Background: an optimization exercise with open tools, aiming at small area, a short achievable clock period and few clock cycles. Do not read the settings as production practice.
In this exercise RTL edits were held to simulation tests only and were not proved equivalent to the original.
No activity file was given, so power comes from the tool's default toggle rates.

==> flow/design.v <==
module LASER (
input CLK,
input RST,
input [3:0] X,
input [3:0] Y,
output [3:0] C1X,
output [3:0] C1Y,
output [3:0] C2X,
output [3:0] C2Y,
output reg DONE);
localparam S_LOAD = 3'd0, S_SCAN = 3'd1, S_DRAIN = 3'd2, S_PRE = 3'd3, S_LABEL = 3'd4, S_DONE = 3'd5, S_FILL = 3'd6, S_LAB = 3'd7;
reg [2:0] state;
reg [5:0] ld_cnt;
reg [3:0] row;           
reg [3:0] nrow;          
reg [3:0] rx [0:39];
reg [3:0] ry [0:39];
reg       rl [0:39];
reg [3:0] rlo [0:39];
reg [3:0] rhi [0:39];
reg        s2_valid;
reg [3:0]  s2_row;
reg [5:0]  cnt_r [0:15];
reg [5:0]  M, Mp1, Mp2;
reg [7:0]  B, Bp;
reg [7:0]  Bs;            
integer i, j;
assign C1X = B[3:0];
assign C1Y = B[7:4];
assign C2X = Bp[3:0];
assign C2Y = Bp[7:4];
wire labeling = (state == S_LABEL) || (state == S_LAB);
wire loading = (state == S_LOAD);
wire [15:0] bx_oh = 16'd1 << Bs[3:0];
wire [3:0] in_x [0:39];
wire [3:0] in_y [0:39];
wire       in_l [0:39];
wire [39:0] inside_b;
genvar gi, gj;
generate
for (gi = 0; gi < 40; gi = gi + 1) begin : rin
	if (gi == 0) begin : first
		assign in_x[gi] = loading ? X : rx[39];
		assign in_y[gi] = loading ? Y : ry[39];
		assign in_l[gi] = loading ? 1'b0 : labeling ? inside_b[39] : rl[39];
	end else begin : rest
		assign in_x[gi] = rx[gi-1];
		assign in_y[gi] = ry[gi-1];
		assign in_l[gi] = labeling ? inside_b[gi-1] : rl[gi-1];
	end
end
endgenerate
wire [3:0] nlo [0:39];
wire [3:0] nhi [0:39];
wire gate_l = (state != S_PRE) && (state != S_DRAIN);    
generate
for (gi = 0; gi < 40; gi = gi + 1) begin : cls
	wire [3:0] px = rx[(gi + 39) % 40];
	wire [3:0] py = ry[(gi + 39) % 40];
	wire [3:0] nr = ~nrow;
	wire [4:0] sc;
	wire [3:0] s;
	assign sc[0] = 1'b1;
	for (gj = 0; gj < 4; gj = gj + 1) begin : sb
		assign s[gj] = py[gj] ^ nr[gj] ^ sc[gj];
		assign sc[gj+1] = (py[gj] & nr[gj]) | (sc[gj] & (py[gj] ^ nr[gj]));
	end
	wire pos = sc[4];
	wire lo4 = ~s[3] & ~s[2];
	wire hi12 = s[3] & s[2];
	wire c0  = pos & lo4 & ~s[1] & ~s[0];
	wire c12 = pos & lo4 & (s[1] ^ s[0]) | ~pos & hi12 & s[1];
	wire c3  = pos & lo4 & s[1] & s[0] | ~pos & hi12 & ~s[1] & s[0];
	wire c4  = pos & ~s[3] & s[2] & ~s[1] & ~s[0] | ~pos & hi12 & ~s[1] & ~s[0];
	wire on = (c0 | c12 | c3 | c4) & ~(gate_l & in_l[gi]);
	wire [3:0] rr = {1'b0, c0, c12 | c3, c12};
	wire [3:0] nrr = ~rr;
	wire [4:0] ch, cl;
	wire [3:0] lo, hi;
	assign ch[0] = 1'b0;
	assign cl[0] = 1'b1;
	for (gj = 0; gj < 4; gj = gj + 1) begin : ad
		assign hi[gj] = px[gj] ^ rr[gj] ^ ch[gj];
		assign ch[gj+1] = (px[gj] & rr[gj]) | (ch[gj] & (px[gj] ^ rr[gj]));
		assign lo[gj] = px[gj] ^ nrr[gj] ^ cl[gj];
		assign cl[gj+1] = (px[gj] & nrr[gj]) | (cl[gj] & (px[gj] ^ nrr[gj]));
	end
	assign nlo[gi] = ~on ? 4'd15 : ~cl[4] ? 4'd0 : lo;
	assign nhi[gi] = ~on ? 4'd0 : ch[4] ? 4'd15 : hi;
end
endgenerate
wire [15:0] mask [0:39];
generate
for (gi = 0; gi < 40; gi = gi + 1) begin : pt
	wire [15:0] tl, tg;
	wire [3:0] ul = rlo[gi], uh = ~rhi[gi];
	wire [3:0] tg2 = {1'b1, ~(ul[1] & ul[0]), ~ul[1], ~(ul[1] | ul[0])};
	wire [7:0] tg3 = {{4{~ul[2]}} | tg2, {4{~ul[2]}} & tg2};
	assign tg = {{8{~ul[3]}} | tg3, {8{~ul[3]}} & tg3};
	wire [3:0] tl2 = {1'b1, ~(uh[1] & uh[0]), ~uh[1], ~(uh[1] | uh[0])};
	wire [7:0] tl3 = {{4{~uh[2]}} | tl2, {4{~uh[2]}} & tl2};
	assign tl = {{8{~uh[3]}} | tl3, {8{~uh[3]}} & tl3};
	wire [15:0] m;
	for (gj = 0; gj < 16; gj = gj + 1) begin : col
		assign m[gj] = tg[gj] & tl[15 - gj];
	end
	assign mask[gi] = m;
	assign inside_b[gi] = |(m & bx_oh);
end
endgenerate
wire [4:0] cnta [0:15];
wire [4:0] cntb [0:15];
reg  [4:0] cnta_r [0:15];
reg  [4:0] cntb_r [0:15];
generate
for (gj = 0; gj < 16; gj = gj + 1) begin : pcol
	wire [19:0] bitsa, bitsb;
	for (gi = 0; gi < 20; gi = gi + 1) begin : b
		assign bitsa[gi] = mask[gi][gj];
		assign bitsb[gi] = mask[gi + 20][gj];
	end
	pc20 u_pca (.a(bitsa), .s(cnta[gj]));
	pc20 u_pcb (.a(bitsb), .s(cntb[gj]));
end
endgenerate
always @(posedge CLK) begin
	for (j = 0; j < 16; j = j + 1) begin
		cnta_r[j] <= cnta[j];
		cntb_r[j] <= cntb[j];
	end
end
always @(*) begin
	for (j = 0; j < 16; j = j + 1)
		cnt_r[j] = {1'b0, cnta_r[j]} + {1'b0, cntb_r[j]};
end
function ge6;
	input [5:0] a, b;
	reg [5:0] g, e;
	reg g10, e10, g32, e32, g54, e54;
	begin
		g = a & ~b;
		e = ~(a ^ b);
		g10 = g[1] | e[1] & (a[0] | ~b[0]);
		g32 = g[3] | e[3] & g[2];  e32 = e[3] & e[2];
		g54 = g[5] | e[5] & g[4];  e54 = e[5] & e[4];
		ge6 = g54 | e54 & (g32 | e32 & g10);
	end
endfunction
wire [5:0] lv_c [0:27];
wire [3:0] lv_i [0:27];
reg  [5:0] q_c [0:3];
reg  [3:0] q_i [0:3];
reg        s3_valid;
reg        s2_first, s3_first;    
reg  [3:0] s3_row;
generate
for (gj = 0; gj < 16; gj = gj + 1) begin : lv0
	assign lv_c[gj] = cnt_r[gj];
	assign lv_i[gj] = gj;
end
for (gj = 0; gj < 12; gj = gj + 1) begin : lvn
	wire [5:0] lc = lv_c[2*gj], rc = lv_c[2*gj+1];
	wire [3:0] li = lv_i[2*gj], ri = lv_i[2*gj+1];
	wire right = ge6(rc, lc);
	assign lv_c[16+gj] = right ? rc : lc;
	assign lv_i[16+gj] = right ? ri : li;
end
endgenerate
always @(posedge CLK) begin
	for (j = 0; j < 4; j = j + 1) begin
		q_c[j] <= lv_c[24+j];
		q_i[j] <= lv_i[24+j];
	end
end
wire w01 = ge6(q_c[1], q_c[0]), w02 = ge6(q_c[2], q_c[0]), w03 = ge6(q_c[3], q_c[0]);
wire w12 = ge6(q_c[2], q_c[1]), w13 = ge6(q_c[3], q_c[1]), w23 = ge6(q_c[3], q_c[2]);
wire [3:0] sel;
assign sel[0] = ~w01 & ~w02 & ~w03;
assign sel[1] =  w01 & ~w12 & ~w13;
assign sel[2] =  w02 &  w12 & ~w23;
assign sel[3] =  w03 &  w13 &  w23;
reg [5:0] rmax;
reg [3:0] rcol;
reg take, hitp;
always @(*) begin
	rmax = 6'd0; rcol = 4'd0; take = 1'b0; hitp = 1'b0;
	for (j = 0; j < 4; j = j + 1) begin
		rmax = rmax | ({6{sel[j]}} & q_c[j]);
		rcol = rcol | ({4{sel[j]}} & q_i[j]);
		take = take | (sel[j] & ge6(q_c[j], M));
		hitp = hitp | (sel[j] & (q_c[j] == Mp2));
	end
end
wire finish = take ? hitp : (M == Mp2);
wire take_e = s3_first | take;
wire [7:0] B_next = (s3_valid && take_e) ? {s3_row, rcol} : B;
wire [5:0] M_next = (s3_valid && take_e) ? rmax : M;
always @(posedge CLK or posedge RST) begin
	if (RST) begin
		state <= S_LOAD;
		ld_cnt <= 6'd0;
		row <= 4'd0;
		nrow <= 4'd0;
		s2_valid <= 1'b0;
		s2_first <= 1'b0;
		s2_row <= 4'd0;
		s3_valid <= 1'b0;
		s3_first <= 1'b0;
		s3_row <= 4'd0;
		DONE <= 1'b0;
		M <= 6'd0;
		Mp1 <= 6'd0;
		Mp2 <= 6'd0;
		B <= 8'd0;
		Bp <= 8'd0;
		Bs <= 8'd0;
	end else begin
		DONE <= 1'b0;
		s2_valid <= (state == S_SCAN);
		s2_first <= (state == S_SCAN) && (row == 4'd0);
		s2_row <= row;
		s3_valid <= s2_valid;
		s3_first <= s2_first;
		s3_row <= s2_row;
		M <= M_next;
		B <= B_next;
		case (state)
			S_LOAD: begin
				ld_cnt <= ld_cnt + 6'd1;
				row <= 4'd0;
				nrow <= 4'd0;
				Mp1 <= 6'd0;
				Mp2 <= 6'd0;
				if (ld_cnt == 6'd39) begin
					ld_cnt <= 6'd0;
					state <= S_FILL;
				end
			end
			S_FILL: begin
				nrow <= 4'd1;
				state <= S_SCAN;
			end
			S_SCAN: begin
				row <= row + 4'd1;
				nrow <= nrow + 4'd1;
				if (row == 4'd15) begin
					Bs <= B_next;
					nrow <= B_next[7:4];
					state <= S_DRAIN;
				end
			end
			S_DRAIN: begin
				nrow <= 4'd0;
				state <= S_LAB;
			end
			S_LAB: begin
				if (finish) begin
					DONE <= 1'b1;
					state <= S_DONE;
				end else begin
					Mp2 <= Mp1;
					Mp1 <= M_next;
					Bp <= B_next;
					if (B_next == Bs) begin
						row <= 4'd0;
						nrow <= 4'd1;
						state <= S_SCAN;
					end else begin
						Bs <= B_next;
						nrow <= B_next[7:4];
						state <= S_PRE;
					end
				end
			end
			S_PRE: begin
				nrow <= 4'd0;
				state <= S_LABEL;
			end
			S_LABEL: begin
				row <= 4'd0;
				nrow <= 4'd1;
				state <= S_SCAN;
			end
			default: begin
				state <= S_LOAD;
			end
		endcase
	end
end
always @(posedge CLK) begin
	for (i = 0; i < 40; i = i + 1) begin
		rx[i] <= in_x[i];
		ry[i] <= in_y[i];
		rl[i] <= in_l[i];
		rlo[i] <= nlo[i];
		rhi[i] <= nhi[i];
	end
end
endmodule
module therm_le4 (input [3:0] u, output [15:0] t);
wire [3:0] t2 = {1'b1, ~(u[1] & u[0]), ~u[1], ~(u[1] | u[0])};
wire [7:0] t3 = {{4{~u[2]}} | t2, {4{~u[2]}} & t2};
assign t = {{8{~u[3]}} | t3, {8{~u[3]}} & t3};
endmodule
module pc20 (input [19:0] a, output [4:0] s);
	wire t1, t2;
	add3 u_t1 (.a(a[0]), .b(a[10]), .c(a[11]), .s(t1), .co(t2));
	wire t3, t4;
	add3 u_t3 (.a(a[12]), .b(a[13]), .c(a[14]), .s(t3), .co(t4));
	wire t5, t6;
	add3 u_t5 (.a(a[15]), .b(a[16]), .c(a[17]), .s(t5), .co(t6));
	wire t7, t8;
	add3 u_t7 (.a(a[18]), .b(a[19]), .c(a[1]), .s(t7), .co(t8));
	wire t9, t10;
	add3 u_t9 (.a(a[2]), .b(a[3]), .c(a[4]), .s(t9), .co(t10));
	wire t11, t12;
	add3 u_t11 (.a(a[5]), .b(a[6]), .c(a[7]), .s(t11), .co(t12));
	wire t13, t14;
	add3 u_t13 (.a(a[8]), .b(a[9]), .c(t1), .s(t13), .co(t14));
	wire t15, t16;
	add3 u_t15 (.a(t11), .b(t3), .c(t5), .s(t15), .co(t16));
	wire t17, t18;
	add3 u_t17 (.a(t7), .b(t9), .c(t13), .s(t17), .co(t18));
	wire t19, t20;
	add2 u_t19 (.a(t15), .b(t17), .s(t19), .co(t20));
	wire t21, t22;
	add3 u_t21 (.a(t10), .b(t12), .c(t2), .s(t21), .co(t22));
	wire t23, t24;
	add3 u_t23 (.a(t4), .b(t6), .c(t8), .s(t23), .co(t24));
	wire t25, t26;
	add3 u_t25 (.a(t14), .b(t16), .c(t21), .s(t25), .co(t26));
	wire t27, t28;
	add3 u_t27 (.a(t23), .b(t18), .c(t25), .s(t27), .co(t28));
	wire t29, t30;
	add2 u_t29 (.a(t20), .b(t27), .s(t29), .co(t30));
	wire t31, t32;
	add3 u_t31 (.a(t22), .b(t24), .c(t26), .s(t31), .co(t32));
	wire t33, t34;
	add3 u_t33 (.a(t28), .b(t31), .c(t30), .s(t33), .co(t34));
	wire t35, t36;
	add2 u_t35 (.a(t32), .b(t34), .s(t35), .co(t36));
	assign s = {t36, t35, t33, t29, t19};
endmodule
module add3 (input a, b, c, output s, co);
assign s = a ^ b ^ c;
assign co = (a & b) | (a & c) | (b & c);
endmodule
module add2 (input a, b, output s, co);
assign s = a ^ b;
assign co = a & b;
endmodule
==> flow/flow/run.sh <==
#!/bin/bash
# The standard layout, with timing repair aiming further below the clock period
# (the constraints are unchanged). make's full output goes to layout.log.
set -euo pipefail
bash standard.sh SETUP_SLACK_MARGIN=5.5 finish > layout.log 2>&1
==> flow/standard.sh <==
#!/bin/bash
# synth_recipe.tcl (not shown) runs the flow's synth.tcl, then flattens the netlist and writes it again
# the make line also repeats each setting of config.mk as NAME=value (left out here)
make -C /OpenROAD-flow-scripts/flow DESIGN_CONFIG=/design/flow/config.mk WORK_HOME=/design/flow/orfs CLKGATE_MAP_FILE= SYNTH_SCRIPT=/design/flow/synth_recipe.tcl "${@:-finish}"
==> flow/config.mk <==
export PLATFORM = sky130hd
export DESIGN_NAME = LASER
export DESIGN_NICKNAME = LASER
export VERILOG_FILES = /design/flow/design.v
export SDC_FILE = /design/flow/constraint.sdc
export NUM_CORES = 4
export LEC_CHECK = 0
export ABC_CLOCK_PERIOD_IN_PS = 4000
export CAP_MARGIN = 20
export CORE_MARGIN = 2
export CORE_UTILIZATION = 55
export SLEW_MARGIN = 20
==> flow/constraint.sdc <==
create_clock -name core_clock -period 10.0 [get_ports {CLK}]
set_input_delay 2.0000 -clock core_clock [delete_from_list [all_inputs] [get_ports {CLK}]]
set_output_delay 2.0000 -clock core_clock [all_outputs]
set_load 0.01 [all_outputs]
==> results of run 1 <==
-- registers in the layout, summed over array words and instances (netlist names), 4 cells and up --
name	cells
B	8
cnta_r	80
Mp2	6
Mp1	6
s2_row	4
Bp	8
rl	40
nrow	4
row	4
rlo	160
rx	160
rhi	160
Bs	8
q_c	24
q_i	8
M	6
ry	160
s3_row	4
cntb_r	80
ld_cnt	6
-- path summary, 6_finish.rpt --
check	end	cells after the start
worst max-delay path	cnta_r[13][3]$_DFF_P_	13
worst min-delay path	ry[26][3]$_DFF_P_	0
worst max register to register	cnta_r[13][3]$_DFF_P_	13
worst min register to register	ry[26][3]$_DFF_P_	0
max in group asynchronous	nrow[3]$_DFFE_PP0P_	3
min in group asynchronous	s2_row[1]$_DFF_PP0_	3
-- power by group --
part           switching [mW]  total [mW]  leakage (nW)  internal, mW
registers               0.409        4.44          8.15          4.03
logic                    1.20        2.06          22.1         0.853
clock network            1.62        3.96          1.76          2.33
-- layout by cell type, fill, tap and decap left out, drive strengths merged, types with 39 or more instances in the layout --
cell,instances
inv,1062
dfxtp,872
fa,776
nand2,494
ha,422
nor2,365
o21ai,311
a21oi,307
clkbuf,147
o22ai,138
nand3,130
a22oi,118
xnor2,105
o21a,92
a21boi,92
or2,91
a21o,89
dfrtp,72
nor3,69
o211ai,68
or3,67
buf,62
a31oi,61
nor2b,60
nand2b,53
a221oi,50
a211o,49
and2,43
a311oi,42
a2111oi,40
nand4,39
mux2i,39
-- cell type report --
cell class	count	area, µm²
fill	10500	47900
multi-input combinational	4707	42600
sequential	944	19300
inverter	1061	3990
clock buffer	146	3050
tap	1612	2020
timing repair buffer	90	776
clock inverter	44	527
antenna	1	2.50
-- cells by family (layout without fill, tap and decap cells) --
group / count (synthesis) / in the layout / synth area share
AOI/OAI and AO/OA: 1820 / 1820 / 0.190
xor gates and xnor gates: 131 / 131 / 0.0175
adders and majority gates: 1198 / 1198 / 0.312
buffers and inverters: 1357 / 1341 / 0.0765
DFF: 944 / 944 / 0.289
muxes: 47 / 47 / 0.00726
other: 0 / 1 / 0
and+or+nand+nor: 1511 / 1511 / 0.107
-- what timing repair did --
action,4_1_cts,5_1_grt
buffers inserted,2,8
pin swaps,0,1
hold buffers,0,0
resized for setup,12,43
endpoints found under the setup margin,205,114
-- synth_stat cells, types with 67 or more instances --
library cell	n
nand3_1	129
nor2_1	363
a21oi_1	307
nor3_1	68
o21ai_0	303
clkbuf_1	281
dfrtp_1	72
a21boi_0	92
xnor2_1	104
a21o_1	86
o21a_1	92
ha_1	422
or3_1	67
o22ai_1	138
o211ai_1	68
nand2_1	494
fa_1	776
or2_2	91
dfxtp_1	872
a22oi_1	117
inv_1	1060
-- through the flow --
step / util / hold WS (ps) / cells / power [mW]
3_5_place_dp: 0.569 / 336 / 8403 / 6.45
3_3_place_gp: 0.569 / 332 / 8403 / 6.42
6_report: 0.601 / 350 / 8605 / 10.4
2_1_floorplan: - / 331 / 7008 / 5.82
4_1_cts: 0.599 / 350 / 8595 / 10.4
5_1_grt: 0.601 / 356 / 8604 / 10.9
-- layer usage --
| metal | vias to the layer above | track usage |
|---|---|---|
| met3 | 506 | 0.130 |
| met1 | 25900 | 0.495 |
| met4 | 2 | 0.145 |
| li1 | 23700 | - |
| met5 | - | 0 |
| met2 | 2813 | 0.513 |
==> impl_metrics.json, run 1 <==
{
  "status": "no timing/DRC/antenna violations",
  "die_width_um": 352,
  "setup_violations": 0,
  "dieArea_mm2": 0.124,
  "skew_ps": 35.3,
  "clock-sinks": 944,
  "rows": 127,
  "crit_path_start_kind": "register",
  "drt-initial-drc-count": 6983,
  "fmax_mhz": 227,
  "ys.flop_type": "dfxtp_1",
  "io_pins": 27,
  "met3RoutedLength_um": 28300,
  "hold_class": "reg2reg",
  "vias": 52900,
  "grt_pass1_wl_um": 328000,
  "synth_cells": 7008,
  "crit_arrival_ps": 5030,
  "slew-limit-headroom": 0.268,
  "clkTransAtPathRegs_ps": 70,
  "postSynth.asyncResetShare": 0.0763,
  "avgRoutedWirePerCell_um": 26.2,
  "ys_seq_elements": 944,
  "fin_crit_ps": 4410,
  "synth.largest_area_cell": "dfxtp_1",
  "design.core.area_mm2": 0.120,
  "vias_per_cell": 6.15,
  "antenna_left": 0,
  "synth_top_area_share": 0.262,
  "hold_start": "ry[25][3]$_DFF_P_",
  "start_util": 0.555,
  "slew_viol_final": 0,
  "drc_errors": 0,
  "critPathKind": "reg2reg",
  "grt_pass1_vias": 50700,
  "port_buffers": 26,
  "drive_gt1_frac": 0.0592,
  "finalHoldViolations": 0,
  "pre_cts_ws_ps": 5140,
  "post-route-cell-area_mm2": 0.0722,
  "clock_tree.root_cell": "clkbuf_16",
  "wl_met1_um": 94100,
  "grt-ovfl-total": 0,
  "grt_setup_unrepaired": "true",
  "worstSetupStartpoint": "rhi[11][1]$_SDFF_PN0_",
  "path_buf_inv": 4,
  "netlist_top_cells_area": "dfxtp_1 (26%), fa_1 (23%), ha_1 (7.9%)",
  "fin_nets": 8113,
  "cp_cell_sequence": "nor2_1 > a311oi_1 > fa_1 > inv_1 > fa_1 > fa_1 > fa_1 > inv_1 > ha_1 > inv_1 > fa_1 > inv_1 > ha_1",
  "crit_top_cell": "fa_1",
  "cp_top_family": "adder cells",
  "synthToLayoutAreaGrowth_pct": 8.35,
  "r2r-start": "rhi[11][1]$_SDFF_PN0_",
  "cp.required_ps": 10620,
  "synth_edf_count": 0,
  "cp-end-kind": "register",
  "crit_slowest_cell": "a311oi_1",
  "tightest_slew_ps": 1080,
  "p_leak_nw": 32.0,
  "die_h_um": 352,
  "antenna_found_initial": 6,
  "wl_met2_um": 92700,
  "ys_seq_area_frac": 0.289,
  "yosysWarnings": 21,
  "cts-htree-levels": 3,
  "wl_um": 225000,
  "clk_latency_ps": 730,
  "ir_drop_v": 0.000182,
  "cts_tree": "yes",
  "synth_area_mm2": 0.0667,
  "grt_max_degree": 73,
  "critPathMaxStageDelay_ps": 630,
  "totalNegativeSetupSlack_ps": 0,
  "fin_crit_sh": 0.441,
  "top_layer": "met5",
  "syn_avg_cell_area_um2": 9.51,
  "ff2ff_setup_slack_ps": 5590,
  "place_congestion": 1.11,
  "synthDistinctLibCells": 85,
  "cts_buffers": 101,
  "first_pass_iters": 9,
  "max_cap_viol_count": 0,
  "syn_nets": 8216,
  "cp_max_fo": 10,
  "hpwl_um": 180000,
  "dpl_cell_area_mm2": 0.0683,
  "worst_slack_ps": 5590,
  "clock_path_buffers": 3,
  "p_per_area_mw_per_mm2": 145,
  "gr-usage-all-layers": 0.359
}
Testbench counts, summed over its fixed seeds: cycles 4,928.
==> run 2: changes to the inputs <==
==> flow/flow/run.sh (replaced) <==
#!/bin/bash
# The standard layout, with timing repair aiming further below the clock period
# (the constraints are unchanged). make's full output goes to layout.log.
set -euo pipefail
bash standard.sh SETUP_SLACK_MARGIN=6 finish > layout.log 2>&1
==> impl_metrics.json, run 2 <==
{
  "synth_edf_count": 0,
  "slew-limit-headroom": 0.162,
  "cp_cell_sequence": "buf_12 > buf_12 > buf_16 > buf_12 > ha_4 > fa_2 > inv_2 > fa_2 > inv_2 > fa_1 > or3_4 > o22ai_4 > ha_2 > fa_2 > fa_2 > o21a_1",
  "start_util": 0.555,
  "syn_avg_cell_area_um2": 9.51,
  "fin_crit_sh": 0.418,
  "die_h_um": 352,
  "fin_crit_ps": 4180,
  "clkTransAtPathRegs_ps": 60,
  "slew_viol_final": 0,
  "die_width_um": 352,
  "pre_cts_ws_ps": 5100,
  "first_pass_iters": 7,
  "port_buffers": 26,
  "dpl_cell_area_mm2": 0.0691,
  "synthDistinctLibCells": 85,
  "final_common_cell": "inv_1",
  "totalNegativeSetupSlack_ps": 0,
  "netlist_top_cells_area": "dfxtp_1 (26%), fa_1 (23%), ha_1 (7.9%)",
  "cp_max_fo": 4,
  "finalHoldViolations": 0,
  "wl_um": 238000,
  "fin_nets": 8309,
  "hpwl_um": 180000,
  "grt_max_degree": 73,
  "skew_ps": 32.5,
  "grt_pass1_wl_um": 339000,
  "crit_top_cell": "fa_2",
  "setup_violations": 0,
  "clock-sinks": 944,
  "ys.flop_type": "dfxtp_1",
  "layout_common_cells": "inv_1 (883), dfxtp_1 (673), nand2_1 (470), fa_1 (443), fa_2 (333)",
  "hold_buffers": 0,
  "synth.largest_area_cell": "dfxtp_1",
  "avgRoutedWirePerCell_um": 27.0,
  "critPathMaxStageDelay_ps": 550,
  "clk_latency_ps": 740,
  "io_pins": 27,
  "fin_total_pwr_mw": 11.2,
  "ys_seq_area_frac": 0.289,
  "final_util": 0.669,
  "place_congestion": 1.12,
  "grt_setup_unrepaired": "true",
  "post-synth-top-count-cell": "inv_1",
  "rows": 127,
  "ir_drop_v": 0.000161,
  "cts_buffers": 105,
  "dieArea_mm2": 0.124,
  "synth_top_area_share": 0.262,
  "place_inst": 8400,
  "grt-ovfl-total": 0,
  "fmax_mhz": 239,
  "design.core.area_mm2": 0.120,
  "clock_tree.root_cell": "clkbuf_16",
  "ys_seq_elements": 944,
  "postSynth.asyncResetShare": 0.0763,
  "cts_tree": "yes",
  "max_cap_viol_count": 0,
  "hold_class": "reg2reg",
  "cp-end-kind": "register",
  "synth_cells": 7008,
  "worst_slack_ps": 5820,
  "final_cell_count_no_fill": 8804,
  "critPathKind": "reg2reg",
  "antenna_left": 0,
  "tightest_slew_ps": 1240,
  "yosysWarnings": 21,
  "antenna_found_initial": 9,
  "drive_gt1_frac": 0.274,
  "synth_area_mm2": 0.0667,
  "crit_arrival_ps": 4800,
  "p_leak_nw": 33.1,
  "gr-usage-all-layers": 0.369,
  "post-route-cell-area_mm2": 0.0803,
  "syn_nets": 8216,
  "crit_path_start_kind": "register",
  "p_per_area_mw_per_mm2": 139,
  "fill_cells": 9468,
  "vias_per_cell": 6.26,
  "grt_pass1_vias": 52300,
  "synthToLayoutAreaGrowth_pct": 20.5,
  "cp.required_ps": 10620,
  "vias": 55100,
  "synthTopCellsByCount": "inv_1 (1,060), dfxtp_1 (872), fa_1 (776)",
  "drt-initial-drc-count": 6490,
  "crit_slowest_cell": "dfrtp_4",
  "clock_path_buffers": 3,
  "hold_ws_ps": 347,
  "cts-htree-levels": 3,
  "drc_errors": 0,
  "status": "no timing/DRC/antenna violations"
}
-- run 2: cell count changes in the layout (fill, tap and decap cells not counted), sizes merged --
cell and change:
inv -1, buf +192, clkbuf -11, dlymetal6s2s -1, clkinvlp +11, bufinv +6, diode +3
-- run 2: cell families (layout without fill, tap and decap cells) --
| group | count (synthesis) | count (layout) | synth area share |
|---|---|---|---|
| AO/OA/AOI/OAI | 1820 | 1820 | 0.190 |
| AND/OR/NAND/NOR | 1511 | 1511 | 0.107 |
| buffers and inverters | 1357 | 1537 | 0.0765 |
| adder cells (fa/ha/maj) | 1198 | 1198 | 0.312 |
| flip-flops | 944 | 944 | 0.289 |
| XOR/XNOR | 131 | 131 | 0.0175 |
| multiplexers | 47 | 47 | 0.00726 |
| other | 0 | 4 | 0 |
-- run 2: worst max-delay path, delay by kind of cell, from the launching register on --
| family | cells | cell delay (ps) |
|---|---|---|
| buffers and inverters | 6 | 690 |
| adders and majority gates | 7 | 1940 |
| AOI/OAI and AO/OA | 2 | 410 |
| and+or+nand+nor | 1 | 450 |
| DFF | 1 | 550 |
-- run 2: per-layer routing --
metal	GRT usage	up-vias	wire length (µm)
li1	-	24200	-
met1	0.502	27100	96400
met2	0.529	3135	101000
met3	0.142	685	30400
met4	0.147	6	10600
met5	0.00115	-	33
-- run 2: power by group --
part           total [mW]  internal [mW]  switching (mW)
Combinational        2.59           1.17            1.42
Sequential           4.47           4.03           0.438
Clock                4.11           2.42            1.68
Total                11.2           7.62            3.54
-- run 2: area by class of cell --
| class | count | area (µm²) | area share |
|---|---|---|---|
| repair buffers | 282 | 2620 | 0.0326 |
| multi-input cells | 4707 | 48200 | 0.600 |
| well taps | 1612 | 2020 | 0.0251 |
| flip-flops and latches | 944 | 19800 | 0.247 |
| inverters | 1061 | 4020 | 0.0501 |
| diodes | 4 | 10.0 | 0.000125 |
| clock buffers | 134 | 2900 | 0.0361 |
| clock inverters | 60 | 787 | 0.00980 |
-- run 2: what timing repair did --
item / CTS / global route
pin swaps: 166 / 434
setup buffers: 56 / 146
hold endpoints to repair: 0 / 0
setup endpoints to repair: 443 / 431
gates resized for setup: 691 / 1076
cloned: 3 / 0
-- run 2: worst paths after layout --
kind | end | slack (ps) | start | cells past startpoint
setup / recovery | rhi[26][2]$_SDFF_PN0_ | 5820 | nrow[0]$_DFFE_PP0P_ | 16
hold / removal | ry[16][1]$_DFF_P_ | 350 | ry[15][1]$_DFF_P_ | 0
setup reg to reg | rhi[26][2]$_SDFF_PN0_ | 5820 | nrow[0]$_DFFE_PP0P_ | 16
hold reg to reg | ry[16][1]$_DFF_P_ | 350 | ry[15][1]$_DFF_P_ | 0
max in group asynchronous | nrow[3]$_DFFE_PP0P_ | 7400 | RST | 3
min in group asynchronous | s2_row[0]$_DFF_PP0_ | 1880 | RST | 3
==> run 3: changes to the inputs <==
==> flow/flow/run.sh (replaced) <==
#!/bin/bash
# The standard layout, with timing repair aiming further below the clock period
# (the constraints are unchanged). make's full output goes to layout.log.
set -euo pipefail
bash standard.sh SETUP_SLACK_MARGIN=5.75 finish > layout.log 2>&1
==> impl_metrics.json, run 3 <==
{
  "status": "no timing/DRC/antenna violations",
  "port_buffers": 26,
  "synth_area_mm2": 0.0667,
  "crit_arrival_ps": 4810,
  "clkPwrFrac": 0.369,
  "antenna_found_initial": 10,
  "hold_buffers": 0,
  "clkTransAtPathRegs_ps": 60,
  "design.core.area_mm2": 0.120,
  "critPathKind": "reg2reg",
  "netlist_top_cells_area": "dfxtp_1 (26%), fa_1 (23%), ha_1 (7.9%)",
  "drive_gt1_frac": 0.0940,
  "cts-htree-levels": 3,
  "synthDistinctLibCells": 85,
  "ys_seq_area_frac": 0.289,
  "fin_nets": 8117,
  "pre_cts_ws_ps": 5230,
  "synth.largest_area_cell": "dfxtp_1",
  "syn_avg_cell_area_um2": 9.51,
  "wl_um": 226000,
  "hpwl_um": 180000,
  "layout_common_cells": "inv_1 (1,051), dfxtp_1 (802), fa_1 (716), nand2_1 (490), ha_1 (409)",
  "cp-end-kind": "register",
  "share_comb_of_total_power": 0.209,
  "synthToLayoutAreaGrowth_pct": 9.67,
  "fin_crit_ps": 4210,
  "p_leak_nw": 32.0,
  "crit_top_cell": "fa_1",
  "vias_per_cell": 6.19,
  "critPathMaxStageDelay_ps": 510,
  "grt_setup_unrepaired": "true",
  "place_inst": 8401,
  "p_per_area_mw_per_mm2": 144,
  "yosysWarnings": 21,
  "vias": 53300,
  "slew-limit-headroom": 0.261,
  "synth_cells": 7008,
  "ys_seq_elements": 944,
  "fill_cells": 10400,
  "cts_tree": "yes",
  "cp_max_fo": 7,
  "cts_buffers": 104,
  "crit_path_start_kind": "register",
  "finalHoldViolations": 0,
  "setup_violations": 0,
  "grt_max_degree": 73,
  "first_pass_iters": 7,
  "grt_pass1_vias": 51100,
  "hold_class": "reg2reg",
  "seq_power_share": 0.422,
  "slew_viol_final": 0,
  "die_width_um": 352,
  "dieArea_mm2": 0.124,
  "synth_edf_count": 0,
  "antenna_left": 0,
  "syn_nets": 8216,
  "skew_ps": 22.3,
  "place_congestion": 1.12,
  "drc_errors": 0,
  "ir_drop_v": 0.000175,
  "final_cell_count_no_fill": 8607,
  "io_pins": 27,
  "ys.flop_type": "dfxtp_1",
  "die_h_um": 352,
  "gr-usage-all-layers": 0.358,
  "fmax_mhz": 238,
  "clock-sinks": 944,
  "clock_tree.root_cell": "clkbuf_16",
  "totalNegativeSetupSlack_ps": 0,
  "post-synth-top-count-cell": "inv_1",
  "grt_pass1_wl_um": 329000,
  "intPower_mw": 7.21,
  "worst_slack_ps": 5790,
  "tightest_slew_ps": 1090,
  "p_sw_frac": 0.316,
  "start_util": 0.555,
  "fin_crit_sh": 0.421,
  "synth_top_area_share": 0.262,
  "final_common_cell": "inv_1",
  "avgRoutedWirePerCell_um": 26.3,
  "clock_path_buffers": 3,
  "p_sw_mw": 3.33,
  "synthTopCellsByCount": "inv_1 (1,060), dfxtp_1 (872), fa_1 (776)",
  "postSynth.asyncResetShare": 0.0763,
  "rows": 127,
  "clk_latency_ps": 720,
  "max_cap_viol_count": 0,
  "drt-initial-drc-count": 6856,
  "crit_slowest_cell": "fa_1",
  "cp.required_ps": 10600,
  "cp_cell_sequence": "or2_2 > a31oi_1 > fa_1 > inv_1 > fa_1 > fa_1 > fa_1 > inv_1 > ha_1 > inv_1 > fa_1 > inv_1 > ha_1",
  "grt-ovfl-total": 0
}
run 3: metrics by stage:
stage | hold WS, ps | util | power, mW | cell area (µm²)
floorplan | 331 | - | 5.82 | 66800
global placement | 332 | 0.569 | 6.42 | 68400
detailed placement | 336 | 0.569 | 6.46 | 68400
CTS | 348 | 0.600 | 10.4 | 72100
global route | 352 | 0.608 | 11.0 | 73100
finish | 349 | 0.608 | 10.5 | 73100
run 3: kinds of logic (layout without fill, tap and decap cells):
| group | count (synthesis) | in the layout | share of synthesized area |
|---|---|---|---|
| AO/OA/AOI/OAI | 1820 | 1820 | 0.190 |
| AND/OR/NAND/NOR | 1511 | 1511 | 0.107 |
| buffers and inverters | 1357 | 1341 | 0.0765 |
| adder cells (fa/ha/maj) | 1198 | 1198 | 0.312 |
| flip-flops | 944 | 944 | 0.289 |
| XOR/XNOR | 131 | 131 | 0.0175 |
| multiplexers | 47 | 47 | 0.00726 |
| other | 0 | 3 | 0 |
run 3: critical path: cells and delay by family (launching register included):
family / cells / cell delay [ps]
adder cells (fa/ha/maj): 7 / 2600
buffers and inverters: 4 / 350
AND/OR/NAND/NOR: 1 / 350
AO/OA/AOI/OAI: 1 / 420
flip-flops: 1 / 380
run 3: final timing paths:
check	slack, ps	depth (start not counted)	end	from
worst min register to register	350	0	s3_row[3]$_DFF_PP0_	s2_row[3]$_DFF_PP0_
worst min-delay path	350	0	s3_row[3]$_DFF_PP0_	s2_row[3]$_DFF_PP0_
min in group asynchronous	1850	3	row[1]$_DFFE_PP0P_	RST
max in group asynchronous	7420	3	nrow[0]$_DFFE_PP0P_	RST
worst max register to register	5790	13	cnta_r[12][3]$_DFF_P_	rlo[10][1]$_SDFF_PN1_
worst max-delay path	5790	13	cnta_r[12][3]$_DFF_P_	rlo[10][1]$_SDFF_PN1_
run 3: per-layer routing:
layer / up-vias / part of all wire / track usage
li1: 23800 / - / -
met1: 26100 / 0.42 / 0.496
met3: 546 / 0.13 / 0.135
met5: - / 0.00042 / 0.00308
met4: 8 / 0.043 / 0.134
met2: 2905 / 0.41 / 0.508
run 3: final cells by class:
cell class | count | area, µm² | area share
multi-input cells | 4707 | 43400 | 0.594
flip-flops and latches | 944 | 19400 | 0.265
inverters | 1061 | 3990 | 0.0546
clock buffers | 140 | 2900 | 0.0397
well taps | 1612 | 2020 | 0.0276
repair buffers | 91 | 827 | 0.0113
clock inverters | 49 | 551 | 0.00753
diodes | 3 | 7.51 | 0.000103
run 3: power by group through the flow:
stage	logic (mW)	registers, mW	clock network, mW
after floorplan	1.56	4.26	0
after global placement	1.92	4.50	0
after detailed placement	1.96	4.50	0
after CTS	2.02	4.42	3.95
after global routing	2.44	4.49	4.11
final	2.20	4.45	3.89
run 3: what timing repair did:
item / CTS / global route
gates resized for setup: 51 / 311
gates cloned: 0 / 1
buffers inserted: 4 / 9
setup endpoints to repair: 266 / 260
hold endpoints to repair: 0 / 0
pin swaps: 1 / 17
==> run 4: changes to the inputs <==
--- a/flow/design.v
+++ b/flow/design.v
@@ -24,6 +24,7 @@
 reg [5:0]  M, Mp1, Mp2;
 reg [7:0]  B, Bp;
 reg [7:0]  Bs;            
+reg        spec0;         
 integer i, j;
 assign C1X = B[3:0];
 assign C1Y = B[7:4];
@@ -52,7 +53,7 @@
 endgenerate
 wire [3:0] nlo [0:39];
 wire [3:0] nhi [0:39];
-wire gate_l = (state != S_PRE) && (state != S_DRAIN);    
+wire gate_l = (state != S_PRE) && !(state == S_SCAN && row == 4'd15);    
 generate
 for (gi = 0; gi < 40; gi = gi + 1) begin : cls
 	wire [3:0] px = rx[(gi + 39) % 40];
@@ -195,6 +196,7 @@
 wire take_e = s3_first | take;
 wire [7:0] B_next = (s3_valid && take_e) ? {s3_row, rcol} : B;
 wire [5:0] M_next = (s3_valid && take_e) ? rmax : M;
+wire spec_miss = (B_next != Bs);
 always @(posedge CLK or posedge RST) begin
 	if (RST) begin
 		state <= S_LOAD;
@@ -214,6 +216,7 @@
 		B <= 8'd0;
 		Bp <= 8'd0;
 		Bs <= 8'd0;
+		spec0 <= 1'b0;
 	end else begin
 		DONE <= 1'b0;
 		s2_valid <= (state == S_SCAN);
@@ -224,6 +227,7 @@
 		s3_row <= s2_row;
 		M <= M_next;
 		B <= B_next;
+		spec0 <= 1'b0;
 		case (state)
 			S_LOAD: begin
 				ld_cnt <= ld_cnt + 6'd1;
@@ -243,35 +247,39 @@
 			S_SCAN: begin
 				row <= row + 4'd1;
 				nrow <= nrow + 4'd1;
-				if (row == 4'd15) begin
+				if (row == 4'd14) begin
 					Bs <= B_next;
 					nrow <= B_next[7:4];
-					state <= S_DRAIN;
 				end
-			end
-			S_DRAIN: begin
-				nrow <= 4'd0;
-				state <= S_LAB;
-			end
-			S_LAB: begin
-				if (finish) begin
-					DONE <= 1'b1;
-					state <= S_DONE;
-				end else begin
-					Mp2 <= Mp1;
-					Mp1 <= M_next;
-					Bp <= B_next;
-					if (B_next == Bs) begin
-						row <= 4'd0;
-						nrow <= 4'd1;
-						state <= S_SCAN;
+				if (row == 4'd15) begin
+					nrow <= 4'd0;
+					state <= S_LAB;
+				end
+				if (spec0) begin
+					if (finish) begin
+						DONE <= 1'b1;
+						s2_valid <= 1'b0;
+						state <= S_DONE;
 					end else begin
-						Bs <= B_next;
-						nrow <= B_next[7:4];
-						state <= S_PRE;
+						Mp2 <= Mp1;
+						Mp1 <= M_next;
+						Bp <= B_next;
+						if (spec_miss) begin
+							s2_valid <= 1'b0;
+							Bs <= B_next;
+							nrow <= B_next[7:4];
+							row <= 4'd0;
+							state <= S_PRE;
+						end
 					end
 				end
 			end
+			S_LAB: begin
+				row <= 4'd0;
+				nrow <= 4'd1;
+				spec0 <= 1'b1;
+				state <= S_SCAN;
+			end
 			S_PRE: begin
 				nrow <= 4'd0;
 				state <= S_LABEL;
==> impl_metrics.json, run 4 <==
{
  "crit_path_start_kind": "register",
  "grt-ovfl-total": 0,
  "place_congestion": 1.09,
  "fmax_mhz": 238,
  "hold_buffers": 0,
  "grt_setup_unrepaired": "true",
  "clock_tree.root_cell": "clkbuf_16",
  "cts_tree": "yes",
  "synth_top_area_share": 0.263,
  "worst_slack_ps": 5790,
  "grt_pass1_wl_um": 326000,
  "ys_seq_area_frac": 0.290,
  "start_util": 0.554,
  "synth_cells": 6957,
  "clock-sinks": 945,
  "fin_crit_sh": 0.421,
  "drc_errors": 0,
  "rows": 127,
  "avgRoutedWirePerCell_um": 26.0,
  "synth_area_mm2": 0.0665,
  "clkTransAtPathRegs_ps": 60,
  "top_usage_layer": "met2",
  "setup_violations": 0,
  "fin_nets": 8104,
  "drive_gt1_frac": 0.110,
  "cp.required_ps": 10600,
  "r2r-start": "rhi[5][3]$_SDFF_PN0_",
  "first_pass_iters": 8,
  "tightest_slew_ps": 1230,
  "worstSetupStartpoint": "rhi[5][3]$_SDFF_PN0_",
  "cts-htree-levels": 3,
  "pre_cts_ws_ps": 4890,
  "max_cap_viol_count": 0,
  "totalNegativeSetupSlack_ps": 0,
  "dieArea_mm2": 0.124,
  "clk_latency_ps": 740,
  "design.core.area_mm2": 0.120,
  "cp_max_fo": 13,
  "p_per_area_mw_per_mm2": 150,
  "hold_start": "s2_valid$_DFF_PP0_",
  "ys_seq_elements": 945,
  "cp-end-kind": "register",
  "ir_drop_v": 0.000195,
  "fin_total_pwr_mw": 11.0,
  "synth_edf_count": 0,
  "fin_crit_ps": 4210,
  "clock_path_buffers": 3,
  "netlist_top_cells_area": "dfxtp_1 (26%), fa_1 (23%), ha_1 (8.0%)",
  "finalHoldViolations": 0,
  "antenna_found_initial": 5,
  "port_buffers": 26,
  "vias": 52300,
  "fill_cells": 10200,
  "postSynth.asyncResetShare": 0.0772,
  "die_width_um": 352,
  "syn_avg_cell_area_um2": 9.56,
  "crit_arrival_ps": 4810,
  "hold_class": "reg2reg",
  "drt-initial-drc-count": 5977,
  "hpwl_um": 178000,
  "wl_um": 224000,
  "grt_max_degree": 74,
  "post-synth-top-count-cell": "inv_1",
  "status": "no timing/DRC/antenna violations",
  "die_h_um": 352,
  "synthToLayoutAreaGrowth_pct": 10.9,
  "critPathKind": "reg2reg",
  "grt_use_met2": 0.519,
  "use_met1": 0.499,
  "antenna_left": 0,
  "skew_ps": 26.7,
  "slew_viol_final": 0,
  "synth.largest_area_cell": "dfxtp_1",
  "cts_buffers": 102,
  "syn_nets": 8166,
  "synthTopCellsByCount": "inv_1 (1,057), dfxtp_1 (872), fa_1 (776)",
  "final_common_cell": "inv_1",
  "use_met3": 0.123,
  "synthDistinctLibCells": 85,
  "slew-limit-headroom": 0.160,
  "yosysWarnings": 21,
  "layout_common_cells": "inv_1 (1,053), dfxtp_1 (797), fa_1 (727), nand2_1 (491), ha_1 (408)",
  "gr-usage-all-layers": 0.362,
  "grt_pass1_vias": 50500,
  "io_pins": 27,
  "p_leak_nw": 32.2,
  "vias_per_cell": 6.09,
  "ys.flop_type": "dfxtp_1"
}
-- run 4: critical path: stages, from the launching register on --
cell and delay [ps]:
dfxtp_2 460, nand2_1 150, a311o_1 430, fa_1 580
fa_1 480, fa_1 540, fa_1 420, inv_1 70
ha_1 160, inv_1 50, fa_1 460, inv_1 90
ha_1 210
-- run 4: layer usage --
layer / up-vias / share of wire
met4: 2 / 0.047
met2: 2547 / 0.41
met3: 491 / 0.12
met5: - / 0.000031
li1: 23600 / -
met1: 25700 / 0.42
-- run 4: area by class of cell --
type | instances | area [µm²] | share of cell area
multi-input combinational | 4667 | 43800 | 0.593
sequential | 945 | 19400 | 0.263
inverter | 1057 | 3970 | 0.0539
clock buffer | 127 | 2770 | 0.0375
tap | 1612 | 2020 | 0.0274
timing repair buffer | 122 | 1060 | 0.0144
clock inverter | 61 | 773 | 0.0105
antenna | 3 | 7.51 | 0.000102
-- run 4: logic make-up (layout without fill, tap and decap cells) --
| family | Yosys count | after routing | share of synthesized area |
|---|---|---|---|
| compound gates | 1756 | 1757 | 0.185 |
| fa+ha+maj | 1199 | 1199 | 0.313 |
| xor+xnor | 134 | 134 | 0.0178 |
| buf+inv | 1346 | 1367 | 0.0761 |
| flops | 945 | 945 | 0.290 |
| simple gates | 1507 | 1507 | 0.107 |
| mux | 70 | 70 | 0.0110 |
| other cells | 0 | 3 | 0 |
-- run 4: report_power, final --
| group | total, mW | internal, mW | switching [mW] |
|---|---|---|---|
| Clock | 3.98 | 2.36 | 1.62 |
| Sequential | 4.47 | 4.04 | 0.429 |
| Combinational | 2.59 | 1.19 | 1.40 |
-- run 4: what timing repair did --
action | 4_1_cts | 5_1_grt
setup buffers | 13 | 28
resized for setup | 80 | 362
endpoints found under the setup margin | 280 | 288
gates cloned | 1 | 0
pin swaps | 6 | 32
-- run 4: stage by stage --
step	utilization	hold WS, ps	cells	cell area (µm²)
after global placement	0.569	336	8360	68300
after floorplan	-	331	6957	66600
after detailed placement	0.569	335	8360	68300
final	0.615	348	8594	73700
after CTS	0.602	348	8562	72300
after global routing	0.615	358	8592	73700
-- run 4: path summary, 6_finish.rpt --
path                            slack [ps]                     to  depth (start not counted)
max in group asynchronous             7450    nrow[3]$_DFFE_PP0P_                          3
worst min register to register         350     s3_valid$_DFF_PP0_                          0
worst max-delay path                  5790  cnta_r[13][3]$_DFF_P_                         12
worst min-delay path                   350     s3_valid$_DFF_PP0_                          0
min in group asynchronous             1860  ld_cnt[5]$_DFFE_PP0P_                          3
worst max register to register        5790  cnta_r[13][3]$_DFF_P_                         12
Testbench counts of run 4, summed over its fixed seeds: cycles 4,846.
==> run 5: changes to the inputs <==
--- a/flow/design.v
+++ b/flow/design.v
@@ -86,8 +86,31 @@
 		assign lo[gj] = px[gj] ^ nrr[gj] ^ cl[gj];
 		assign cl[gj+1] = (px[gj] & nrr[gj]) | (cl[gj] & (px[gj] ^ nrr[gj]));
 	end
-	assign nlo[gi] = ~on ? 4'd15 : ~cl[4] ? 4'd0 : lo;
-	assign nhi[gi] = ~on ? 4'd0 : ch[4] ? 4'd15 : hi;
+	wire [3:0] clo = ~on ? 4'd15 : ~cl[4] ? 4'd0 : lo;
+	wire [3:0] chi = ~on ? 4'd0 : ch[4] ? 4'd15 : hi;
+	if (gi == 0) begin : inp
+		wire [3:0] qx = X;
+		wire [3:0] qy = Y;
+		wire q0 = (qy == 4'd0), q12 = (qy == 4'd1) | (qy == 4'd2), q3 = (qy == 4'd3), q4 = (qy == 4'd4);
+		wire qon = q0 | q12 | q3 | q4;
+		wire [3:0] qr = {1'b0, q0, q12 | q3, q12};
+		wire [3:0] nqr = ~qr;
+		wire [4:0] qch, qcl;
+		wire [3:0] qlo, qhi;
+		assign qch[0] = 1'b0;
+		assign qcl[0] = 1'b1;
+		for (gj = 0; gj < 4; gj = gj + 1) begin : qad
+			assign qhi[gj] = qx[gj] ^ qr[gj] ^ qch[gj];
+			assign qch[gj+1] = (qx[gj] & qr[gj]) | (qch[gj] & (qx[gj] ^ qr[gj]));
+			assign qlo[gj] = qx[gj] ^ nqr[gj] ^ qcl[gj];
+			assign qcl[gj+1] = (qx[gj] & nqr[gj]) | (qcl[gj] & (qx[gj] ^ nqr[gj]));
+		end
+		assign nlo[gi] = loading ? (~qon ? 4'd15 : ~qcl[4] ? 4'd0 : qlo) : clo;
+		assign nhi[gi] = loading ? (~qon ? 4'd0 : qch[4] ? 4'd15 : qhi) : chi;
+	end else begin : ring
+		assign nlo[gi] = clo;
+		assign nhi[gi] = chi;
+	end
 end
 endgenerate
 wire [15:0] mask [0:39];
@@ -237,7 +260,8 @@
 				Mp2 <= 6'd0;
 				if (ld_cnt == 6'd39) begin
 					ld_cnt <= 6'd0;
-					state <= S_FILL;
+					nrow <= 4'd1;
+					state <= S_SCAN;
 				end
 			end
 			S_FILL: begin
==> impl_metrics.json, run 5 <==
{
  "status": "no timing/DRC/antenna violations",
  "wl_um": 226000,
  "dieArea_mm2": 0.124,
  "syn_nets": 8233,
  "post-synth-top-count-cell": "inv_1",
  "clkTransAtPathRegs_ps": 60,
  "postSynth.asyncResetShare": 0.0772,
  "max_cap_viol_count": 0,
  "place_congestion": 1.09,
  "io_pins": 27,
  "fin_crit_ps": 4220,
  "hold_start": "s2_row[2]$_DFF_PP0_",
  "grt_max_degree": 74,
  "grt-ovfl-total": 0,
  "first_pass_iters": 10,
  "finalHoldViolations": 0,
  "r2r-start": "rhi[3][2]$_SDFF_PN0_",
  "fin_nets": 8179,
  "timing.rr.end": "cnta_r[2][3]$_DFF_P_",
  "cts_tree": "yes",
  "design.core.area_mm2": 0.120,
  "final_common_cell": "inv_1",
  "synth_top_area_share": 0.261,
  "start_util": 0.556,
  "cp_max_fo": 11,
  "cts-htree-levels": 3,
  "die_h_um": 353,
  "rows": 127,
  "rr_worst_depth": 13,
  "vias": 53100,
  "ys_seq_area_frac": 0.289,
  "hold_class": "reg2reg",
  "synthToLayoutAreaGrowth_pct": 10.9,
  "cp.required_ps": 10610,
  "antenna_left": 0,
  "synthTopCellsByCount": "inv_1 (1,070), dfxtp_1 (872), fa_1 (780)",
  "critPathMaxStageDelay_ps": 650,
  "tightest_slew_ps": 1200,
  "fin_crit_sh": 0.422,
  "crit_arrival_ps": 4830,
  "syn_avg_cell_area_um2": 9.52,
  "antenna_found_initial": 3,
  "slew-limit-headroom": 0.191,
  "path_buf_inv": 5,
  "layout_common_cells": "inv_1 (1,056), dfxtp_1 (810), fa_1 (693), nand2_1 (504), ha_1 (397)",
  "fin_total_pwr_mw": 10.7,
  "hpwl_um": 180000,
  "die_width_um": 353,
  "hold_buffers": 0,
  "skew_ps": 29.3,
  "setup_violations": 0,
  "synth_edf_count": 0,
  "cts_buffers": 103,
  "cp_top_family": "adder cells",
  "clock-sinks": 945,
  "synth_cells": 7018,
  "cp_cell_sequence": "o311ai_1 > fa_1 > inv_1 > fa_1 > inv_1 > fa_1 > fa_1 > inv_1 > ha_1 > inv_1 > fa_1 > inv_1 > ha_1",
  "vias_per_cell": 6.13,
  "ff2ff_setup_slack_ps": 5780,
  "synth.largest_area_cell": "dfxtp_1",
  "totalNegativeSetupSlack_ps": 0,
  "ir_drop_v": 0.000141,
  "cp-end-kind": "register",
  "netlist_top_cells_area": "dfxtp_1 (26%), fa_1 (23%), ha_1 (8.0%)",
  "fmax_mhz": 237,
  "clock_path_buffers": 3,
  "critPathKind": "reg2reg",
  "grt_setup_unrepaired": "true",
  "drc_errors": 0,
  "p_per_area_mw_per_mm2": 144,
  "synth_area_mm2": 0.0668,
  "ys.flop_type": "dfxtp_1",
  "gr-usage-all-layers": 0.359,
  "hold-path-endpoint": "s3_row[2]$_DFF_PP0_",
  "crit_slowest_cell": "o311ai_1",
  "ys_seq_elements": 945,
  "cp_num_cells": 13,
  "crit_path_start_kind": "register",
  "port_buffers": 26,
  "synthDistinctLibCells": 79,
  "drt-initial-drc-count": 6219,
  "clk_latency_ps": 740,
  "p_leak_nw": 32.4,
  "whs_path_depth": 0,
  "avgRoutedWirePerCell_um": 26.1,
  "clock_tree.root_cell": "clkbuf_16",
  "slew_viol_final": 0,
  "grt_pass1_wl_um": 329000,
  "yosysWarnings": 21,
  "grt_pass1_vias": 51100,
  "hold_ws_ps": 349,
  "final_util": 0.617,
  "drive_gt1_frac": 0.113
}
## run 5: cell types whose count changed in the layout (fill, tap and decap cells not counted), sizes merged, moves of 9 or more
cell	change
nor2	+25
o21ai	+17
clkbuf	+14
mux2i	+13
inv	+12
nand2	+12
o22ai	+12
a31oi	+11
nor2b	-10
or2	-10
a221o	-9
bufinv	-9
o221ai	-9
## run 5: kinds of logic after synthesis
logic type / share of synthesized area
xor gates and xnor gates: 0.0168
DFF: 0.289
muxes: 0.0127
buffers and inverters: 0.0766
AOI/OAI and AO/OA: 0.187
and+or+nand+nor: 0.105
adders and majority gates: 0.313
## run 5: final cells by class
class | count | area [µm²]
Fill cell | 10200 | 46100
Multi-Input combinational cell | 4715 | 44000
Sequential cell | 945 | 19400
Inverter | 1070 | 4020
Clock buffer | 139 | 2950
Tap cell | 1612 | 2020
Timing Repair Buffer | 129 | 1200
Clock inverter | 51 | 533
Antenna cell | 2 | 5.00
## run 5: metrics by stage
step                      setup slack, ps  area [µm²]  instances
after global placement               4850       68700       8430
final                                5780       74100       8663
after global routing                 5660       74100       8661
after CTS                            5650       72500       8630
after detailed placement             4850       68700       8430
after floorplan                      5750       66900       7018
## run 5: worst reg2reg max path, cell delays in order, from the launching register on
cell and delay (ps):
dfxtp_1 420, o311ai_1 650, fa_1 300, inv_1 180, fa_1 580, inv_1 50
fa_1 500, fa_1 410, inv_1 60, ha_1 130, inv_1 50, fa_1 450
inv_1 90, ha_1 220
## run 5: how the worst max path moves through the flow
stage / endpoint / start / slack (ps)
after floorplan: rhi[39][1]$_SDFF_PN0_ / nrow[2]$_DFFE_PP0P_ / 5750
after global placement: Bs[3]$_DFFE_PP0P_ / q_c[1][3]$_DFF_P_ / 4850
after detailed placement: Bs[3]$_DFFE_PP0P_ / q_c[1][3]$_DFF_P_ / 4850
after CTS: cnta_r[13][3]$_DFF_P_ / rhi[11][3]$_SDFF_PN0_ / 5650
after global routing: cntb_r[1][3]$_DFF_P_ / rhi[20][2]$_SDFF_PN0_ / 5660
final: cnta_r[2][3]$_DFF_P_ / rhi[3][2]$_SDFF_PN0_ / 5780
## run 5: power breakdown
part | internal [mW] | switching, mW
logic | 0.963 | 1.22
registers | 4.07 | 0.529
clock network | 2.23 | 1.66
total | 7.27 | 3.41
## run 5: what timing repair did
| item | in CTS | in global routing |
|---|---|---|
| setup buffers | 9 | 30 |
| endpoints found under the setup margin | 322 | 304 |
| gates resized for setup | 76 | 396 |
| cloned | 1 | 1 |
| pin swaps | 4 | 60 |
## run 5: routing by layer
layer	wire, µm	GRT usage
met5	43	0.00192
met4	11800	0.151
met3	27400	0.131
met2	92000	0.506
met1	95100	0.496
Testbench counts of run 5, summed over its fixed seeds: cycles 4,798.
==> run 6: changes to the inputs <==
--- a/flow/config.mk
+++ b/flow/config.mk
@@ -10,3 +10,4 @@
 export CORE_MARGIN = 2
 export CORE_UTILIZATION = 55
 export SLEW_MARGIN = 20
+export TNS_END_PERCENT = 10
==> impl_metrics.json, run 6 <==
{
  "status": "no timing/DRC/antenna violations",
  "pre_cts_ws_ps": 5140,
  "cts-htree-levels": 3,
  "synth_edf_count": 0,
  "synthToLayoutAreaGrowth_pct": 9.81,
  "slew-limit-headroom": 0.199,
  "design.core.area_mm2": 0.120,
  "grt_pass1_vias": 51300,
  "max_cap_viol_count": 0,
  "hpwl_um": 180000,
  "syn_avg_cell_area_um2": 9.52,
  "clk_latency_ps": 750,
  "grt-ovfl-total": 0,
  "cp_max_fo": 9,
  "clock_tree.root_cell": "clkbuf_16",
  "vias_per_cell": 6.13,
  "io_pins": 27,
  "clock-sinks": 945,
  "grt_setup_unrepaired": "true",
  "wl_um": 226000,
  "synthDistinctLibCells": 79,
  "netlist_top_cells_area": "dfxtp_1 (26%), fa_1 (23%), ha_1 (8.0%)",
  "vias": 53000,
  "cts_buffers": 102,
  "synth_cells": 7018,
  "crit_arrival_ps": 4960,
  "clkTransAtPathRegs_ps": 60,
  "setup_violations": 0,
  "cp.required_ps": 10620,
  "cp-end-kind": "register",
  "yosysWarnings": 21,
  "grt_pass1_wl_um": 330000,
  "worst_slack_ps": 5650,
  "first_pass_iters": 9,
  "fill_cells": 10400,
  "p_leak_nw": 32.4,
  "die_width_um": 353,
  "ir_drop_v": 0.000172,
  "postSynth.asyncResetShare": 0.0772,
  "antenna_found_initial": 4,
  "clock_path_buffers": 3,
  "fin_crit_sh": 0.435,
  "gr-usage-all-layers": 0.360,
  "synthTopCellsByCount": "inv_1 (1,070), dfxtp_1 (872), fa_1 (780)",
  "start_util": 0.556,
  "fmax_mhz": 230,
  "skew_ps": 39.3,
  "critPathKind": "reg2reg",
  "hold_ws_ps": 347,
  "post-synth-top-count-cell": "inv_1",
  "hold_class": "reg2reg",
  "synth.largest_area_cell": "dfxtp_1",
  "dieArea_mm2": 0.124,
  "drc_errors": 0,
  "finalHoldViolations": 0,
  "ys.flop_type": "dfxtp_1",
  "ys_seq_area_frac": 0.289,
  "avgRoutedWirePerCell_um": 26.2,
  "tightest_slew_ps": 1200,
  "port_buffers": 26,
  "antenna_left": 0,
  "rows": 127,
  "die_h_um": 353,
  "ys_seq_elements": 945,
  "final_common_cell": "inv_1",
  "synth_area_mm2": 0.0668,
  "synth_top_area_share": 0.261,
  "layout_common_cells": "inv_1 (1,064), dfxtp_1 (852), fa_1 (727), nand2_1 (502), ha_1 (418)",
  "cts_tree": "yes",
  "p_per_area_mw_per_mm2": 145,
  "grt_max_degree": 74,
  "drt-initial-drc-count": 6086,
  "place_congestion": 1.13,
  "syn_nets": 8233,
  "drive_gt1_frac": 0.0821,
  "totalNegativeSetupSlack_ps": 0,
  "crit_path_start_kind": "register",
  "fin_crit_ps": 4350,
  "slew_viol_final": 0,
  "fin_nets": 8153,
  "final_util": 0.611
}
==> run 6: cell counts after synthesis <==
No cell type changed its count.
==> run 6: through the flow <==
step	power, mW	std cells	area (µm²)
after floorplan	5.92	7018	66900
after global placement	6.49	8424	68600
final	10.6	8638	73400
after global routing	11.2	8637	73400
after detailed placement	6.53	8424	68600
after CTS	10.6	8629	72600
==> run 6: layer usage <==
metal / GRT usage / up-vias / wire length (µm)
met3: 0.151 / 546 / 28900
met5: 0.0119 / - / 278
met2: 0.508 / 2638 / 92100
li1: - / 23800 / -
met4: 0.156 / 12 / 10900
met1: 0.482 / 26000 / 93700
==> run 6: worst max-delay path: stages (launching register included) <==
cell and delay, ps:
dfxtp_1 470, nor2_1 150, inv_1 70, a21oi_1 60, a211oi_1 570, fa_1 550, inv_1 140, fa_1 460
fa_1 410, fa_1 460, inv_1 60, ha_1 140, inv_1 50, fa_1 360, inv_1 60, ha_1 210
==> run 6: logic make-up after synthesis <==
kind of cell	share of synthesized area
fa+ha+maj	0.313
simple gates	0.105
flops	0.289
mux	0.0127
compound gates	0.187
xor+xnor	0.0168
buf+inv	0.0766
==> run 6: worst paths after layout <==
path,start,to,slack [ps],depth (start not counted)
setup / recovery,rhi[20][1]$_SDFF_PN0_,cntb_r[5][3]$_DFF_P_,5650,15
hold / removal,ry[23][1]$_DFF_P_,ry[24][1]$_DFF_P_,350,0
setup reg to reg,rhi[20][1]$_SDFF_PN0_,cntb_r[5][3]$_DFF_P_,5650,15
hold reg to reg,ry[23][1]$_DFF_P_,ry[24][1]$_DFF_P_,350,0
max in group asynchronous,RST,nrow[3]$_DFFE_PP0P_,7430,3
min in group asynchronous,RST,ld_cnt[3]$_DFFE_PP0P_,1830,3
==> run 6: where the power goes <==
part           internal, mW  switching [mW]
logic                 0.868            1.17
clock network          2.34            1.67
registers              4.07           0.524
total                  7.28            3.36
==> run 6: what timing repair did <==
item,CTS,global route
setup endpoints to repair,314,368
hold buffers,0,0
buffers inserted,11,8
pin swaps,2,11
gates cloned,3,0
gates resized for setup,35,200
==> run 6: layout make-up <==
class                   count  area, µm²  area share
flip-flops and latches    945      19300       0.263
clock inverters            48        623     0.00849
repair buffers            104       1010      0.0137
diodes                      1       2.50   0.0000341
multi-input cells        4715      43300       0.591
inverters                1070       4020      0.0548
clock buffers             143       3020      0.0412
well taps                1612       2020      0.0275
==> run 7: changes to the inputs <==
--- a/flow/config.mk
+++ b/flow/config.mk
@@ -6,8 +6,7 @@
 export NUM_CORES = 4
 export LEC_CHECK = 0
 export ABC_CLOCK_PERIOD_IN_PS = 4000
-export CAP_MARGIN = 20
+export CAP_MARGIN = 5
 export CORE_MARGIN = 2
 export CORE_UTILIZATION = 55
-export SLEW_MARGIN = 20
-export TNS_END_PERCENT = 10
+export SLEW_MARGIN = 5
==> impl_metrics.json, run 7 <==
{
  "status": "no timing/DRC/antenna violations",
  "antenna_left": 0,
  "synthDistinctLibCells": 79,
  "grt_setup_unrepaired": "true",
  "postSynth.asyncResetShare": 0.0772,
  "ys_seq_area_frac": 0.289,
  "synth_area_mm2": 0.0668,
  "hpwl_um": 180000,
  "critPathMaxStageDelay_ps": 630,
  "cp-end-kind": "register",
  "start_util": 0.556,
  "vias_per_cell": 6.13,
  "fin_nets": 8168,
  "syn_avg_cell_area_um2": 9.52,
  "rows": 127,
  "drt-initial-drc-count": 5965,
  "design.core.area_mm2": 0.120,
  "dieArea_mm2": 0.124,
  "fin_total_pwr_mw": 10.9,
  "clkTransAtPathRegs_ps": 60,
  "finalHoldViolations": 0,
  "ir_drop_v": 0.000133,
  "final_common_cell": "inv_1",
  "critPathKind": "reg2reg",
  "path_buf_inv": 5,
  "tightest_slew_ps": 1350,
  "fmax_mhz": 239,
  "totalNegativeSetupSlack_ps": 0,
  "slew-limit-headroom": 0.0881,
  "grt_max_degree": 74,
  "clk_latency_ps": 730,
  "synth.largest_area_cell": "dfxtp_1",
  "netlist_top_cells_area": "dfxtp_1 (26%), fa_1 (23%), ha_1 (8.0%)",
  "ys_seq_elements": 945,
  "hold_class": "reg2reg",
  "crit_path_start_kind": "register",
  "synth_cells": 7018,
  "synthTopCellsByCount": "inv_1 (1,070), dfxtp_1 (872), fa_1 (780)",
  "clock_path_buffers": 3,
  "synth_edf_count": 0,
  "hold_buffers": 0,
  "first_pass_iters": 10,
  "grt_pass1_vias": 51600,
  "cts_tree": "yes",
  "cp_top_family": "adder cells",
  "drc_errors": 0,
  "yosysWarnings": 21,
  "cp_max_fo": 11,
  "place_congestion": 1.09,
  "vias": 53100,
  "antenna_found_initial": 7,
  "fin_crit_sh": 0.418,
  "grt_pass1_wl_um": 330000,
  "avgRoutedWirePerCell_um": 26.1,
  "crit_arrival_ps": 4780,
  "p_leak_nw": 32.5,
  "synthToLayoutAreaGrowth_pct": 11.2,
  "slew_viol_final": 0,
  "setup_violations": 0,
  "port_buffers": 26,
  "io_pins": 27,
  "gr-usage-all-layers": 0.359,
  "synth_top_area_share": 0.261,
  "post-synth-top-count-cell": "inv_1",
  "cts-htree-levels": 3,
  "drive_gt1_frac": 0.113,
  "cp_cell_sequence": "o311ai_1 > fa_1 > inv_1 > fa_1 > inv_1 > fa_1 > fa_1 > inv_1 > ha_1 > inv_1 > fa_1 > inv_1 > ha_1",
  "die_h_um": 353,
  "layout_common_cells": "inv_1 (1,054), dfxtp_1 (795), fa_1 (698), nand2_1 (504), ha_1 (394)",
  "wl_um": 226000,
  "clock-sinks": 945,
  "skew_ps": 28.0,
  "cp.required_ps": 10600,
  "fill_cells": 10200,
  "max_cap_viol_count": 0,
  "crit_slowest_cell": "o311ai_1",
  "fin_crit_ps": 4180,
  "die_width_um": 353,
  "syn_nets": 8233,
  "grt-ovfl-total": 0,
  "clock_tree.root_cell": "clkbuf_16",
  "hold_ws_ps": 348,
  "p_per_area_mw_per_mm2": 147,
  "ys.flop_type": "dfxtp_1",
  "cts_buffers": 104
}
## run 7: cell counts after synthesis
No cell type changed its count.
## run 7: cell type report
cell class	count	area [µm²]	area share
clock inverter	52	826	0.0111
multi-input combinational	4715	43900	0.591
tap	1612	2020	0.0271
inverter	1070	4030	0.0542
sequential	945	19400	0.261
timing repair buffer	117	1100	0.0148
clock buffer	144	2980	0.0400
antenna	3	7.51	0.000101
## run 7: cell families after synthesis
group	count (synthesis)	share of synthesized area
AO/OA/AOI/OAI	1792	0.187
XOR/XNOR	128	0.0168
adder cells (fa/ha/maj)	1205	0.313
buffers and inverters	1359	0.0766
flip-flops	945	0.289
multiplexers	82	0.0127
AND/OR/NAND/NOR	1507	0.105
## run 7: worst paths after layout
check	startpoint	to	slack [ps]	cells after the start
min in group asynchronous	RST	ld_cnt[2]$_DFFE_PP0P_	1850	3
max in group asynchronous	RST	nrow[0]$_DFFE_PP0P_	7430	3
hold reg to reg	ry[16][3]$_DFF_P_	ry[17][3]$_DFF_P_	350	0
setup reg to reg	rhi[3][2]$_SDFF_PN0_	cnta_r[2][3]$_DFF_P_	5820	13
setup / recovery	rhi[3][2]$_SDFF_PN0_	cnta_r[2][3]$_DFF_P_	5820	13
hold / removal	ry[16][3]$_DFF_P_	ry[17][3]$_DFF_P_	350	0
## run 7: repair_timing
action                                  4_1_cts  5_1_grt
endpoints found under the setup margin      323      322
gates cloned                                  1        1
resized for setup                            82      399
setup buffers                                 9       18
pin swaps                                     2       62
## run 7: per-stage QoR
step,util,area (µm²),setup slack [ps],instances
final,0.618,74300,5820,8658
after global routing,0.618,74300,5670,8655
after CTS,0.606,72800,5690,8636
after detailed placement,0.572,68700,4870,8430
after global placement,0.572,68700,4850,8430
after floorplan,-,66900,5750,7018
## run 7: worst register-to-register path: stages (launching register included)
cell and delay, ps:
dfxtp_1 420, o311ai_1 630, fa_1 290, inv_1 180
fa_1 580, inv_1 50, fa_1 500, fa_1 410
inv_1 60, ha_1 140, inv_1 50, fa_1 450
inv_1 90, ha_1 220
## run 7: layer usage
metal,vias up,wire length (µm),GRT usage
met5,-,26,0.00154
met4,4,10900,0.155
met3,585,28200,0.132
met2,2738,92600,0.510
met1,25900,94500,0.491
li1,23800,-,-
## run 7: power breakdown
group,switching (mW),internal (mW)
Sequential,0.531,4.07
Clock,1.68,2.52
Combinational,1.21,0.911

separate check: timing with driven ports:
No port has a modelled driver above. Below, the same layouts with a new extraction and two added sets of constraints. Step 1, drivers: a clkbuf_16 drives CLK and a buf_2 each remaining input, both assumed. Step 2 also shifts input and output timing later by t, the mid clock arrival at the registers, as if the neighbouring blocks saw the same clock. a / b / c = no drivers / after step 1 / after step 2; a / b = the first two.
run | shift t [ns] | setup slack, ns | slew at the worst register clock pin (ns) | pins driven straight from the clock port
run 1 | 0.790 | 5.591 / 5.591 / 5.591 | 0.07 / 0.07 | 1
run 2 | 0.799 | 5.819 / 5.819 / 5.819 | 0.07 / 0.07 | 1
run 3 | 0.782 | 5.792 / 5.792 / 5.792 | 0.07 / 0.07 | 1
run 4 | 0.800 | 5.793 / 5.793 / 5.793 | 0.07 / 0.07 | 1
run 5 | 0.810 | 5.784 / 5.784 / 5.641 | 0.07 / 0.07 | 1
run 6 | 0.814 | 5.654 / 5.654 / 5.613 | 0.07 / 0.07 | 1
run 7 | 0.792 | 5.822 / 5.822 / 5.631 | 0.07 / 0.07 | 1
After both steps every run listed still meets setup and hold. For run 7, which loses most, drivers alone change the setup slack by 0.000 ns; drivers and shift together by -0.191 ns.
